This is an optimization exercise on Yosys and OpenROAD, whose aim is small area, not a production implementation.
Function was checked by simulation only, so behaviour that the tests miss may differ from the original.
Power is estimated from default activity; no workload was simulated.

==> flow/design.v <==
`timescale 1ns / 1ps
module VBEncoder(input CLK,
            input rst,
			input [7:0] INT4,input [7:0] INT3, input [7:0] INT2, input [7:0] INT1,
            input START,
            output reg READY, 
			output reg [7:0] STREAM);
reg [31:0] G;
integer x, y, z3, z4, z5;
always @(posedge CLK) begin
		if(rst==1) begin
		STREAM[7:0] = 8'b00000000;
		READY = 1;
		G = 0;
		x=0;
		y=0;
		z3=0;
		z4=0;
		z5=0;
		end
		else if(x==0 && y==0 && START==0) begin
		STREAM[7:0] = 8'b00000000;
		READY = 1;		
		end
		else if(x==0 && START==1) begin
		G[31:24]=INT4[7:0];
		G[23:16]=INT3[7:0];
		G[15:8]=INT2[7:0];
		G[7:0]=INT1[7:0];
		READY = 0;
		y=1;
		end
		else if(G>=128*128*128*128 && READY==0) begin
			STREAM[3:0] = INT4[7:4];
			STREAM[7:4] = 4'b0000;
			G = G - STREAM[3:0]*128*128*128*128;
			x=1;
			z5=1;
		end
		else if(G<128*128*128*128 && G>=128*128*128 && READY==0 || z5==1 && INT3[7:5]==3'b000 && INT4[3:0]==4'b0000 && READY==0) begin
			STREAM[2:0] = INT3[7:5];
			STREAM[6:3] = INT4[3:0];
			STREAM[7] = 0;
			G = G - STREAM[6:0]*128*128*128;
			x=1;
			z5=0;
			z4=1;	
		end
		else if(G<128*128*128 && G>=128*128 && READY==0 || z4==1 && INT2[7:6]==2'b00 && INT3[4:0]==5'b00000 && READY==0) begin
			STREAM[1:0] = INT2[7:6];
			STREAM[6:2] = INT3[4:0];
			STREAM[7] = 0;
			G = G - STREAM[6:0]*128*128;
			x=1;
			z4=0;
			z3=1;
		end
		else if(G<128*128 && G>=128 && READY==0 || z3==1 && INT1[7]==0 && INT2[5:0]==6'b000000 && READY==0) begin
			STREAM[0] = INT1[7];
			STREAM[6:1] = INT2[5:0];
			STREAM[7] = 0;
			G = G - STREAM[6:0]*128;
			x=1;
			z3=0;	
		end
		else if(G<128 && READY==0) begin
			STREAM[6:0] = INT1[6:0];
			STREAM[7] = 1;
			x=0;
			y=0;
		end		 
	end			
endmodule
==> flow/run.sh <==
#!/bin/bash
# synth_recipe.tcl (not shown) runs the flow's synth.tcl, then flattens the netlist and writes it again
# the make line also repeats each setting of config.mk as NAME=value (left out here)
make -C /OpenROAD-flow-scripts/flow DESIGN_CONFIG=/design/flow/config.mk WORK_HOME=/design/flow/orfs CLKGATE_MAP_FILE= SYNTH_SCRIPT=/design/flow/synth_recipe.tcl finish
==> flow/config.mk <==
export PLATFORM = sky130hd
export DESIGN_NAME = VBEncoder
export DESIGN_NICKNAME = VBEncoder
export VERILOG_FILES = /design/flow/design.v
export SDC_FILE = /design/flow/constraint.sdc
export NUM_CORES = 4
export LEC_CHECK = 0
export CAP_MARGIN = 20
export CORE_MARGIN = 2
export CORE_UTILIZATION = 40
export SLEW_MARGIN = 20
==> flow/constraint.sdc <==
create_clock -name core_clock -period 8.0 [get_ports {CLK}]
set_input_delay 1.6000 -clock core_clock [delete_from_list [all_inputs] [get_ports {CLK}]]
set_output_delay 1.6000 -clock core_clock [all_outputs]
set_load 0.01 [all_outputs]
==> results.json, run 1 <==
{
  "startpoint": "INT2[6]",
  "gp_congestion": 0.885,
  "dr.pass1.iters": 5,
  "hold_violations": 0,
  "io_pins": 44,
  "critical_path.endpoint_type": "flop",
  "hold_buffers": 0,
  "drive_above_1_share": 0.0454,
  "grt_pass1_wl_mm": 18.4,
  "track_usage": 0.235,
  "synthFlopType": "dfxtp_1",
  "ir_worst_vdd_v": 0.0000937,
  "dpl.hpwl_mm": 8.61,
  "fmax_mhz": 222,
  "grt-ovfl-total": 0,
  "reg2reg_depth": 7,
  "maxCapViolations": 0,
  "cts_max_level": 2,
  "power_frac_seq": 0.309,
  "required_ns": 8.22,
  "place.port_buffers": 43,
  "grt_pass1_vias": 3613,
  "holdPathStages": 2,
  "pwr-share-clk": 0.226,
  "synth.avg_cell_area_sq_um": 7.51,
  "hold_ws_ns": 0.484,
  "crit_fanout": 20,
  "r2r_slack_ns": 4.25,
  "hold_class": "flop to flop",
  "total_power_uw": 791,
  "wl_per_cell_um": 18.5,
  "synth-seq-cells": 39,
  "drc": 0,
  "synth_cells": 476,
  "p_switching_uw": 319,
  "core_area_sq_um": 8680,
  "path_clk_slew_ns": 0.09,
  "synth_cell_types": 61,
  "start_util": 0.412,
  "cts_tree": "built",
  "rsz0062_at_grt": "no",
  "critical_path_class": "input port to flop",
  "fin_setup_tns_ns": 0,
  "die-width_um": 98.5,
  "finalClockSkew_ns": 0.0103,
  "synth_edf_count": 0,
  "critPathArrivalTime_ns": 4.72,
  "worstReg2RegStart": "G[15]$_SDFFE_PP0P_",
  "finalNetCount": 569,
  "antenna_found_initial": 0,
  "status": "no timing/DRC/antenna violations",
  "p_int_uw": 471,
  "synthesis.area_sq_um": 3570,
  "combPwrFrac": 0.464,
  "cts_made_buffers": 5,
  "post_cts_buffers": 0,
  "layout_commonest_cell": "nor2_1",
  "postSynthNetCount": 539,
  "cts_resized": 0,
  "grt_max_degree": 32,
  "via_per_inst": 6.17,
  "swShare": 0.404,
  "clk-insertion-delay-late_ns": 0.31,
  "synth_async_sr_flop_share": 0,
  "ys_seq_area_frac": 0.218,
  "die_h_um": 98.5,
  "setup_viol": 0,
  "min_period_over_period": 0.563,
  "power_per_cell_area_nw_per_um2": 190,
  "root_buffer": "clkbuf_8",
  "final_cell_mix": "nor2_1 (71), clkdlybuf4s50_1 (43), dfxtp_1 (39), a21oi_1 (39)",
  "yosys_warnings": 1,
  "floorplan.die_area_sq_um": 9710,
  "cts.sinks": 39,
  "startpoint_type": "input port",
  "row_count": 34,
  "antenna_cells": 0,
  "leakagePower_uw": 0.00166,
  "worstMarginPinSlew_ns": 0.828,
  "slew_violations": 0,
  "antenna_left": 0,
  "vias": 3797,
  "cts_buffer_depth": 2,
  "relSlewSlack": 0.443,
  "wl_mm": 11.4,
  "drtIter0Drc": 241,
  "min_period_ns": 4.51,
  "worstHoldStart": "STREAM[7]$_SDFFE_PN0P_",
  "area_growth_syn_to_layout_pct": 16.7
}
metrics by stage:
| stage | worst slack (ns) | util | instance area (sq um) | instances |
|---|---|---|---|---|
| 2_1_floorplan | 4.14 | - | 3570 | 476 |
| 3_3_place_gp | 3.36 | 0.467 | 4050 | 607 |
| 3_5_place_dp | 3.25 | 0.467 | 4050 | 607 |
| 4_1_cts | 3.56 | 0.480 | 4170 | 615 |
| 5_1_grt | 3.36 | 0.481 | 4170 | 615 |
| 6_report | 3.49 | 0.481 | 4170 | 615 |
synth_stat cells, types with 3 or more instances:
cell type | instances | area (sq um)
xnor2_1 | 12 | 105
or4_1 | 3 | 22.5
buf_1 | 3 | 11.3
a221oi_1 | 4 | 35.0
and3_1 | 5 | 31.3
a21oi_1 | 40 | 200
nand2b_1 | 6 | 37.5
nor4_1 | 8 | 50.1
xor2_1 | 5 | 43.8
fa_1 | 4 | 80.1
nor2b_1 | 6 | 37.5
clkbuf_1 | 15 | 56.3
a211oi_2 | 3 | 37.5
a211oi_1 | 19 | 143
o22ai_1 | 3 | 18.8
dfxtp_1 | 39 | 781
nand3_1 | 7 | 35.0
o21ai_0 | 31 | 155
a21o_1 | 6 | 45.0
o21a_1 | 14 | 105
nand2_1 | 27 | 101
nor2_1 | 71 | 267
inv_1 | 31 | 116
or4_4 | 3 | 33.8
a22oi_1 | 14 | 105
nor3_1 | 14 | 70.1
buf_6 | 3 | 33.8
o31a_1 | 4 | 35.0
ha_1 | 24 | 300
a32oi_1 | 3 | 26.3
a311oi_1 | 5 | 43.8
o31ai_1 | 4 | 30.0
layout make-up:
type                            count  area (sq um)
Fill cell                         887          4510
Multi-Input combinational cell    384          2580
Sequential cell                    39           781
Timing Repair Buffer               45           445
Tap cell                          108           135
Inverter                           31           116
Clock buffer                        6          82.6
Clock inverter                      2          35.0
sequential cells by signal, summed over array words and instances, names as in the netlist:
| signal | cells |
|---|---|
| G | 25 |
| READY | 1 |
| STREAM | 8 |
| x | 1 |
| y | 1 |
| z3 | 1 |
| z4 | 1 |
| z5 | 1 |
cells by family after synthesis:
| kind of cell | Yosys count | synth area share |
|---|---|---|
| muxes | 1 | 0.00280 |
| adders and majority gates | 28 | 0.106 |
| xor gates and xnor gates | 17 | 0.0417 |
| and+or+nand+nor | 160 | 0.211 |
| AOI/OAI and AO/OA | 178 | 0.357 |
| buffers and inverters | 53 | 0.0623 |
| DFF | 39 | 0.218 |
final timing paths:
| path | to |
|---|---|
| worst max-delay path | G[13]$_SDFFE_PP0P_ |
| worst max register to register | G[13]$_SDFFE_PP0P_ |
| worst min register to register | STREAM[7]$_SDFFE_PN0P_ |
| worst min-delay path | STREAM[7]$_SDFFE_PN0P_ |
per-layer routing:
layer	global-route usage	vias to the layer above	wire [um]
met3	0.0298	19	599
met4	0.0601	0	198
met1	0.323	1816	5350
li1	-	1825	-
met5	0	-	0
met2	0.390	137	5240
critical path, stage by stage:
cell and delay [ns]:
clkdlybuf4s50_1 0.56, nor3b_1 0.09, nand3_1 0.15, o21a_1 0.70, nand2_1 0.39, o41ai_4 0.89, nor2_1 0.09, a211oi_1 0.25
power groups by stage:
stage               logic (uW)  registers, uW  clock network (uW)
detailed placement         359            249                   0
global placement           356            249                   0
floorplan                  266            241                   0
global route               403            250                 191
CTS                        361            245                 182
finish                     367            245                 179
==> run 2: changes to the inputs <==
==> flow/design.v (replaced) <==
`timescale 1ns / 1ps
module VBEncoder(input CLK,
            input rst,
			input [7:0] INT4,input [7:0] INT3, input [7:0] INT2, input [7:0] INT1,
            input START,
            output READY,
			output [7:0] STREAM);
wire [31:0] v = {INT4, INT3, INT2, INT1};
wire [6:0] g4 = {3'b000, v[31:28]};
wire [6:0] g3 = v[27:21];
wire [6:0] g2 = v[20:14];
wire [6:0] g1 = v[13:7];
wire [6:0] g0 = v[6:0];
reg [2:0] c;
reg [6:0] data;
wire nz4 = |g4;
wire nz3 = |g3;
wire nz2 = |g2;
wire nz1 = |g1;
wire idle = c[2] & c[1] & c[0];
wire load = c[2] & c[1] & ~c[0];
wire at4  = c[2] & ~c[1];
wire at3  = ~c[2] & c[1] & c[0];
wire at2  = ~c[2] & c[1] & ~c[0];
wire at1  = ~c[2] & ~c[1] & c[0];
wire at0  = ~c[2] & ~c[1] & ~c[0];
wire s4 = ~rst & load & nz4;
wire s3 = ~rst & (at4 | load & ~nz4 & nz3);
wire s2 = ~rst & (at3 | load & ~nz4 & ~nz3 & nz2);
wire s1 = ~rst & (at2 | load & ~nz4 & ~nz3 & ~nz2 & nz1);
wire s0 = ~rst & (at1 | load & ~nz4 & ~nz3 & ~nz2 & ~nz1);
wire [2:0] n;
assign n[2] = rst | idle | at0 | s4;
assign n[1] = rst | idle | at0 | s3 | s2;
assign n[0] = rst | idle & ~START | at0 | s3 | s1;
always @(posedge CLK) begin
	c <= n;
	data <= ({7{s4}} & g4) | ({7{s3}} & g3) | ({7{s2}} & g2) | ({7{s1}} & g1) | ({7{s0}} & g0);
end
assign READY = idle;
assign STREAM = {at0, data};
endmodule
==> flow/flow/run.sh (new file) <==
#!/bin/bash
# Standard ORFS layout, with two changes:
#  - after the standard synthesis, its combinational logic is re-mapped by
#    ABC for area (flip-flops untouched: same instances, names and cells);
#  - the port buffers are buf_1 rather than the cell buffer_ports picks.
set -euo pipefail
HERE=$(pwd)
RES=$HERE/orfs/results/$FLOW_PLATFORM/VBEncoder/base
bash standard.sh $RES/1_2_yosys.v > make_synth.log 2>&1
cp $RES/1_2_yosys.v $HERE/yosys_standard.v
LIB=$FLOW_HOME/platforms/$FLOW_PLATFORM/lib/sky130_fd_sc_hd__tt_025C_1v80.lib \
NETLIST=$RES/1_2_yosys.v TOP=$FLOW_TOP ABCSCRIPT=$HERE/flow/remap.abc \
  yosys -c $HERE/flow/remap.tcl > remap.log 2>&1
bash standard.sh 'BUFFER_PORTS_ARGS=-buffer_cell sky130_fd_sc_hd__buf_1' finish > make_finish.log 2>&1
==> flow/flow/remap.abc (new file) <==
strash
&get -n
&deepsyn -T 20
&put
dch -f
map -a
==> flow/flow/remap.tcl (new file) <==
# Re-map the combinational logic of the standard synthesis for area.
# The flip-flops are kept as they are (same instances, names and cells).
yosys -import
set lib $::env(LIB)
set net $::env(NETLIST)
read_liberty -ignore_miss_func $lib
blackbox sky130_fd_sc_hd__dfxtp_1 sky130_fd_sc_hd__dfxtp_2 sky130_fd_sc_hd__dfxtp_4
read_verilog $net
hierarchy -top $::env(TOP)
flatten
opt -purge
abc -liberty $lib -dont_use *lpflow* -dont_use *probe* -script $::env(ABCSCRIPT)
opt_clean -purge
hilomap -singleton -hicell sky130_fd_sc_hd__conb_1 HI -locell sky130_fd_sc_hd__conb_1 LO
yosys rename -enumerate
yosys stat -liberty $lib
write_verilog -noattr -noexpr -nohex -nodec $net
==> flow/standard.sh (new file) <==
#!/bin/bash
# synth_recipe.tcl (not shown) runs the flow's synth.tcl, then flattens the netlist and writes it again
# the make line also repeats each setting of config.mk as NAME=value (left out here)
make -C /OpenROAD-flow-scripts/flow DESIGN_CONFIG=/design/flow/config.mk WORK_HOME=/design/flow/orfs CLKGATE_MAP_FILE= SYNTH_SCRIPT=/design/flow/synth_recipe.tcl "${@:-finish}"
--- a/flow/config.mk
+++ b/flow/config.mk
@@ -7,5 +7,6 @@
 export LEC_CHECK = 0
 export CAP_MARGIN = 20
-export CORE_MARGIN = 2
-export CORE_UTILIZATION = 40
+export CORE_AREA = 3 3 65 65
+export CTS_BUF_LIST = sky130_fd_sc_hd__clkbuf_2
+export DIE_AREA = 0 0 68 68
 export SLEW_MARGIN = 20
removed: flow/run.sh
==> results.json, run 2 <==
{
  "status": "no timing/DRC/antenna violations",
  "grt_max_degree": 8,
  "cts_tree": "built",
  "path_clk_slew_ns": 0.12,
  "row_count": 21,
  "drive_above_1_share": 0.0388,
  "relSlewSlack": 0.578,
  "min_period_over_period": 0.434,
  "swShare": 0.383,
  "layout_commonest_cell": "buf_1",
  "core_area_sq_um": 3520,
  "track_usage": 0.0983,
  "reg2reg_to": "data[5]$_DFF_P_",
  "antenna_cells": 0,
  "drc": 0,
  "grt_pass1_wl_mm": 3.39,
  "combPwrFrac": 0.335,
  "r2r_slack_ns": 6.09,
  "die-width_um": 68,
  "power_frac_seq": 0.454,
  "rsz0062_at_grt": "no",
  "min_period_ns": 3.47,
  "post_cts_buffers": 0,
  "root_buffer": "clkbuf_2",
  "hold_buffers": 0,
  "antenna_found_initial": 0,
  "start_util": 0.158,
  "cts.sinks": 10,
  "wl_per_cell_um": 12.5,
  "dpl.hpwl_mm": 1.83,
  "finalClockSkew_ns": 0.0107,
  "n_fill_cell": 433,
  "cts_resized": 0,
  "critPathArrivalTime_ns": 3.68,
  "synth.avg_cell_area_sq_um": 6.79,
  "yosys_warnings": 1,
  "p_switching_uw": 54.9,
  "wl_mm": 2.19,
  "place.port_buffers": 43,
  "dr.pass1.iters": 4,
  "reg2reg_depth": 8,
  "fmax_mhz": 288,
  "critical_path.endpoint_type": "flop",
  "postSynthNetCount": 117,
  "worstMarginPinSlew_ns": 0.628,
  "placed_area_sq_um": 776,
  "synthesis.area_sq_um": 557,
  "required_ns": 8.20,
  "ir_worst_vdd_v": 0.0000971,
  "power_per_cell_area_nw_per_um2": 180,
  "drtIter0Drc": 36,
  "synth_cells": 82,
  "maxCapViolations": 0,
  "hold_violations": 0,
  "io_pins": 44,
  "antenna_left": 0,
  "clk-insertion-delay-late_ns": 0.27,
  "fin_setup_tns_ns": 0,
  "finalNetCount": 165,
  "setup_viol": 0,
  "grt-ovfl-total": 0,
  "p_int_uw": 88.5,
  "grt_pass1_vias": 766,
  "critical_path_class": "input port to flop",
  "cts_made_buffers": 3,
  "startpoint_type": "input port",
  "largest_reg_flops": 7,
  "area_growth_syn_to_layout_pct": 42.7,
  "cts_max_level": 1,
  "cts_buffer_depth": 2,
  "endpoint": "data[3]$_DFF_P_",
  "final_cell_mix": "buf_1 (43), nand2_1 (27), dfxtp_1 (10)",
  "die_h_um": 68,
  "startpoint": "INT4[1]",
  "via_per_inst": 4.51,
  "crit_fanout": 7,
  "finalInstanceArea_sq_um": 795,
  "slew_violations": 0,
  "pwr-share-clk": 0.210,
  "worstReg2RegStart": "c[1]$_DFF_P_",
  "leakagePower_uw": 0.000267,
  "hold_class": "flop to flop",
  "floorplan.die_area_sq_um": 4620,
  "vias": 790,
  "gp_congestion": 0.898
}
[run 2: cell count changes in the layout (fill, tap and decap cells not counted), sizes merged, moves of 29 or more]
cell | previous run | this run
nor2 | 71 | 4
buf | 2 | 43
inv | 31 | 0
clkdlybuf4s50 | 43 | 0
a21oi | 41 | 3
o21ai | 33 | 3
dfxtp | 39 | 10
[run 2: worst min path at each step]
stage                             from           end  cells after the start
after floorplan           c[0]$_DFF_P_  c[2]$_DFF_P_                      1
after global routing      c[0]$_DFF_P_  c[0]$_DFF_P_                      3
after CTS                 c[2]$_DFF_P_  c[0]$_DFF_P_                      3
after detailed placement  c[0]$_DFF_P_  c[0]$_DFF_P_                      3
final                     c[2]$_DFF_P_  c[0]$_DFF_P_                      3
after global placement    c[0]$_DFF_P_  c[0]$_DFF_P_                      3
[run 2: through the flow]
| stage | utilization | setup WS, ns | power, uW | cells | hold WS (ns) |
|---|---|---|---|---|---|
| 2_1_floorplan | - | 4.65 | 93.0 | 82 | 0.529 |
| 3_3_place_gp | 0.220 | 4.36 | 115 | 171 | 0.603 |
| 3_5_place_dp | 0.220 | 4.29 | 114 | 171 | 0.590 |
| 4_1_cts | 0.226 | 4.56 | 145 | 175 | 0.617 |
| 5_1_grt | 0.226 | 4.35 | 155 | 175 | 0.657 |
| 6_report | 0.226 | 4.53 | 143 | 175 | 0.623 |
[run 2: cell type report]
class | count | area [sq um] | area share
Inverter | 6 | 22.5 | 0.0283
Sequential cell | 10 | 200 | 0.252
Timing Repair Buffer | 43 | 161 | 0.203
Clock buffer | 3 | 15.0 | 0.0189
Clock inverter | 1 | 3.75 | 0.00472
Multi-Input combinational cell | 66 | 334 | 0.420
Tap cell | 46 | 57.6 | 0.0724
[run 2: critical path: stages]
cell	delay, ns
buf_1	0.08
or4_2	0.65
nor4_1	0.25
nand3_1	0.12
nand3_1	0.11
nand3_1	0.09
a21boi_0	0.16
nor2_1	0.38
nand2_1	0.12
nand4_1	0.11
[run 2: layer usage]
metal,GRT usage,share of wire,up-vias,wire (um)
met1,0.125,0.40,352,877
met2,0.156,0.49,49,1060
met4,0.0124,0,0,0
met5,0,0,-,0
li1,-,-,389,-
met3,0.0443,0.11,0,249
[run 2: power by group through the flow]
stage | registers, uW | clock network (uW) | logic [uW]
global placement | 66.9 | 0 | 48.1
CTS | 65.2 | 31.1 | 48.5
floorplan | 69.2 | 0 | 23.8
global route | 66.9 | 33.6 | 55.0
detailed placement | 66.2 | 0 | 48.2
finish | 65.2 | 30.2 | 48.1

==> static timing again, ports no longer ideal <==
Ports are ideal in the flow. The routed layouts listed here were re-timed in OpenROAD.
Step 1 assumes that a clkbuf_16 drives the clock port and a buf_2 every other input.
Step 2 moves the port delays by t, midway between the first and last clock arrival at a register: inputs arrive t later, outputs are due t later. That takes back most of the time a late clock gives input paths.
a / b / c = no drivers / after step 1 / after step 2; a / b = the first two.
| run | shift t [ns] | setup slack, ns | latest minus earliest clock arrival (ns) |
|---|---|---|---|
| run 1 | 0.333 | 3.493 / 3.499 / 3.166 | 0.010 / 0.010 |
| run 2 | 0.280 | 4.527 / 4.519 / 4.239 | 0.011 / 0.011 |
After both steps setup and hold are still met in every run listed. For run 1, which loses most, drivers alone change the setup slack by +0.006 ns; drivers and shift together by -0.327 ns.
